This design comes from an exercise in tuning for small area on the open sky130 flow, not from production work.
Function was checked by simulation only, so behaviour that the tests miss may differ from the original.

**design.v**
```verilog
module mulNbit(a, b, clk, cin, rst, sum, cout);
	parameter N = 32;
	input [N-1:0] a, b;
	input cin, clk, rst;
	output reg [N-1:0] sum;
	output reg cout;
	always @ (posedge clk)
	begin
		if(~rst)
			begin
				sum <= 0;
				cout <= 0;
			end
		else 
			begin
				{cout, sum} = a * b;
			end
	end
endmodule
```
**run.sh**
```bash
#!/bin/bash
# synth_recipe.tcl (not shown) runs the flow's synth.tcl, then flattens the netlist and writes it again
# the make line also repeats each setting of config.mk as NAME=value (left out here)
make -C /OpenROAD-flow-scripts/flow DESIGN_CONFIG=/design/flow/config.mk WORK_HOME=/design/flow/orfs CLKGATE_MAP_FILE= SYNTH_SCRIPT=/design/flow/synth_recipe.tcl finish
```
**config.mk**
```make
export PLATFORM = sky130hd
export DESIGN_NAME = mulNbit
export DESIGN_NICKNAME = mulNbit
export VERILOG_FILES = /design/flow/design.v
export SDC_FILE = /design/flow/constraint.sdc
export NUM_CORES = 4
export LEC_CHECK = 0
export CAP_MARGIN = 20
export CORE_MARGIN = 2
export CORE_UTILIZATION = 40
export SLEW_MARGIN = 20
```
**constraint.sdc**
```tcl
create_clock -name core_clock -period 8.5 [get_ports {clk}]
set_input_delay 1.7000 -clock core_clock [delete_from_list [all_inputs] [get_ports {clk}]]
set_output_delay 1.7000 -clock core_clock [all_outputs]
set_load 0.01 [all_outputs]
```
==> run summary <==
-- cell families after synthesis --
family,Yosys count,share of synthesized area (%)
buffers and inverters,527,11.3
DFF,33,3.75
AOI/OAI and AO/OA,94,3.52
adders and majority gates,562,58.5
muxes,3,0.170
and+or+nand+nor,655,19.1
xor gates and xnor gates,73,3.70
-- state kept, by name (all words and copies together) (netlist names) --
| register | cells |
|---|---|
| cout | 1 |
| sum | 32 |
-- final timing paths --
| check | from | to | slack [ps] | cells past startpoint |
|---|---|---|---|---|
| hold / removal | rst | sum[27] | 2240 | 4 |
| setup / recovery | a[11] | cout | 200 | 26 |
-- worst min-delay path: stages --
cell	delay (ps)
sky130_fd_sc_hd__clkdlybuf4s50_1	400
sky130_fd_sc_hd__buf_4	250
sky130_fd_sc_hd__nand2_1	100
sky130_fd_sc_hd__a21oi_1	40
-- layout by cell type (no fill, tap or decap), types with 9 or more instances in the layout --
cell type                         instances
sky130_fd_sc_hd__xnor2_1                 57
sky130_fd_sc_hd__buf_4                  186
sky130_fd_sc_hd__buf_12                  33
sky130_fd_sc_hd__nand2_1                276
sky130_fd_sc_hd__o21ai_0                 17
sky130_fd_sc_hd__inv_1                  428
sky130_fd_sc_hd__fa_1                   436
sky130_fd_sc_hd__a21oi_1                 27
sky130_fd_sc_hd__xor2_1                  15
sky130_fd_sc_hd__nor2_1                  20
sky130_fd_sc_hd__ha_1                   123
sky130_fd_sc_hd__dfxtp_1                 33
sky130_fd_sc_hd__dlymetal6s2s_1          15
sky130_fd_sc_hd__clkdlybuf4s50_1         82
sky130_fd_sc_hd__a21o_1                  14
sky130_fd_sc_hd__and2_1                 316
sky130_fd_sc_hd__nand2b_1                 9
-- layer usage --
metal | vias to the layer above | track usage (%) | share of wire (%)
met2 | 305 | 38.9 | 51
met1 | 6845 | 28.1 | 41
li1 | 6077 | - | -
met3 | 78 | 2.43 | 4.6
met5 | - | 0 | 0
met4 | 0 | 7.69 | 3.3
-- cell type report --
type | count | area, sq um | area share, %
Tap cell | 585 | 732 | 3.43
Multi-Input combinational cell | 1387 | 15000 | 70.5
Clock buffer | 7 | 143 | 0.669
Inverter | 429 | 1610 | 7.55
Clock inverter | 1 | 30.0 | 0.141
Timing Repair Buffer | 321 | 3120 | 14.6
Sequential cell | 33 | 661 | 3.10
-- metrics by stage --
step / hold WS, ps
2_1_floorplan: 1850
3_3_place_gp: 2440
3_5_place_dp: 2440
4_1_cts: 2250
5_1_grt: 2280
6_report: 2240
-- what timing repair did --
action	CTS	global route
pin swaps	0	12
setup buffers	0	9
resized for setup	1	32
endpoints found under the setup margin	2	10
endpoints found under the hold margin	0	0
==> results_tabular.tex <==
\begin{tabular}{lr}
\hline
Metric & Value \\
\hline
\multicolumn{2}{l}{\textbf{Synth}} \\
Synth top cells by count & sky130\_fd\_sc\_hd\_\_fa\_1, sky130\_fd\_sc\_hd\_\_inv\_1, sky130\_fd\_sc\_hd\_\_and2\_1, sky130\_fd\_sc\_hd\_\_nand2\_1, sky130\_fd\_sc\_hd\_\_ha\_1 \\
Most used flip-flop cell after synthesis & sky130\_fd\_sc\_hd\_\_dfxtp\_1 \\
Count of mapped cells out of synthesis & 1947 \\
Cell with the most instances after synthesis & sky130\_fd\_sc\_hd\_\_fa\_1 \\
Share of the yosys chip area belonging to registers & 3.75\% \\
Cell area after synthesis & 17600 sq um \\
Post-Synthesis Mean Instance Area & 9.06 sq um \\
Post-synthesis cell type with the largest combined area & sky130\_fd\_sc\_hd\_\_fa\_1 \\
Area share of the largest cell type after synthesis & 49.7\% \\
Fraction of synthesis flops using an asynchronous set or reset pin & 0\% \\
Count of distinct cell types in the synthesized netlist & 48 \\
Top cells by area, synth & sky130\_fd\_sc\_hd\_\_fa\_1, sky130\_fd\_sc\_hd\_\_and2\_1, sky130\_fd\_sc\_hd\_\_inv\_1 \\
Number of synthesized register bits & 33 \\
Number of enable flip-flop cells after synthesis & 0 \\
Net count after synthesis & 2576 \\
Syn. warnings & 1 \\
\multicolumn{2}{l}{\textbf{Final layout}} \\
Number of fill cells in the layout & 4128 \\
Non-filler instance count after layout & 2763 \\
Antenna fix cells & 0 \\
Core utilization of the finished layout & 49.3\% \\
Final nets & 2806 \\
Area growth from synthesis to final layout & 21.0\% \\
Layout cell share with drive strength beyond 1 & 11.3\% \\
Design area & 21300 sq um \\
\multicolumn{2}{l}{\textbf{Placed design}} \\
Buffers added on ports & 98 \\
Worst slack at placement & -313 ps \\
Number of cells in the design after placement & 2746 \\
HPWL after detailed placement & 42800 um \\
Final estimated routing congestion in global placement & 0.894 \\
Area after detailed placement & 20900 sq um \\
\multicolumn{2}{l}{\textbf{Clocking}} \\
Number of sinks handled by clock tree synthesis & 33 \\
Clock-pin slew of the registers on the worst-case setup and hold paths & 50 ps \\
CTS H-tree lvls & 2 \\
Bufs on Longest Clock Path & 2 \\
TritonCTS clock tree & built \\
TritonCTS Buffers & 5 \\
CTS root buffer & sky130\_fd\_sc\_hd\_\_clkbuf\_16 \\
Hold buffers post-CTS & 0 \\
\multicolumn{2}{l}{\textbf{Die}} \\
Num rows & 76 \\
Number of primary I/O pins & 100 \\
Starting Density & 40.8\% \\
Total core area & 43300 sq um \\
Chip Height & 214 um \\
Die width & 214 um \\
Overall die area & 45800 sq um \\
\multicolumn{2}{l}{\textbf{Worst setup path}} \\
Crit path top cell by count & sky130\_fd\_sc\_hd\_\_fa\_1 \\
Setup CP Type & in -> reg \\
CP startpoint kind & primary input \\
Buffers and inverters on the worst path & 9 \\
CP Data Arrival Time & 8480 ps \\
Worst-path cell with the longest stage delay & sky130\_fd\_sc\_hd\_\_fa\_1 \\
Critical Path RT & 8680 ps \\
Top cell family by delay on the critical path & adder cells \\
Critical path endpoint category & flip-flop \\
Crit Path Max Fanout & 12 \\
Largest incremental delay on the critical path & 550 ps \\
\multicolumn{2}{l}{\textbf{Timing}} \\
Final hold viol count & 0 \\
Worst rel slew slack & 70.4\% \\
Number of max-slew violations in the final report & 0 \\
Maximum achievable frequency & 121 MHz \\
Final worst slack & 204 ps \\
Minimum clock period after layout & 8300 ps \\
Worst-Margin Slew & 440 ps \\
Total setup violations reported at the end of the flow & 0 \\
Unrepaired setup endpoints after global routing & no \\
Setup\_tns & 0 ps \\
Final critical-path share of the clock period & 97.6\% \\
\multicolumn{2}{l}{\textbf{Global routing}} \\
Number of antenna violations at the first check in global routing & 0 \\
Overall routing resource usage & 22.0\% \\
Wire length of the first global-routing pass & 78500 um \\
Largest net degree at the start of global routing & 42 \\
Vias in the first global route & 14700 \\
Global route overflow & 0 \\
\multicolumn{2}{l}{\textbf{Routing}} \\
Vias after detailed routing & 13300 \\
Routed len/inst & 17.8 um \\
Vias/cell & 4.82 \\
Aggregate routed wire length & 49100 um \\
Antenna-violating nets left & 0 \\
Initial DRC Count & 708 \\
Length of the first detailed-routing pass in iterations & 5 \\
Number of remaining DRC errors & 0 \\
\multicolumn{2}{l}{\textbf{Job}} \\
Maximum Capacitance Violations & 0 \\
\multicolumn{2}{l}{\textbf{Status}} \\
Result of the run & timing/DRC/antenna clean \\
\multicolumn{2}{l}{\textbf{Min path}} \\
Hold WC Path Type & in -> reg \\
\hline
\end{tabular}

==> afterwards: timing with drivers on the ports <==
Ports are ideal in the flow. The routed layout listed here was re-timed in OpenROAD.
Step 1, drivers: a clkbuf_16 drives clk and a buf_2 each remaining input, both assumed.
Step 2, shift: input delay + t, output delay - t, t = (earliest + latest rising clock arrival at the registers) / 2. This alone moves slack from input paths to output paths.
Slacks: ideal ports / drivers / drivers and shift; pairs: ideal ports / drivers.
t, ns: 0.334
setup slack, ns: 0.204 / 0.220 / -0.114
worst setup path after step 2: input to register
Met with ideal ports but missed after step 2: setup timing in this run. For this run, drivers alone change the setup slack by +0.016 ns; drivers and shift together by -0.318 ns.
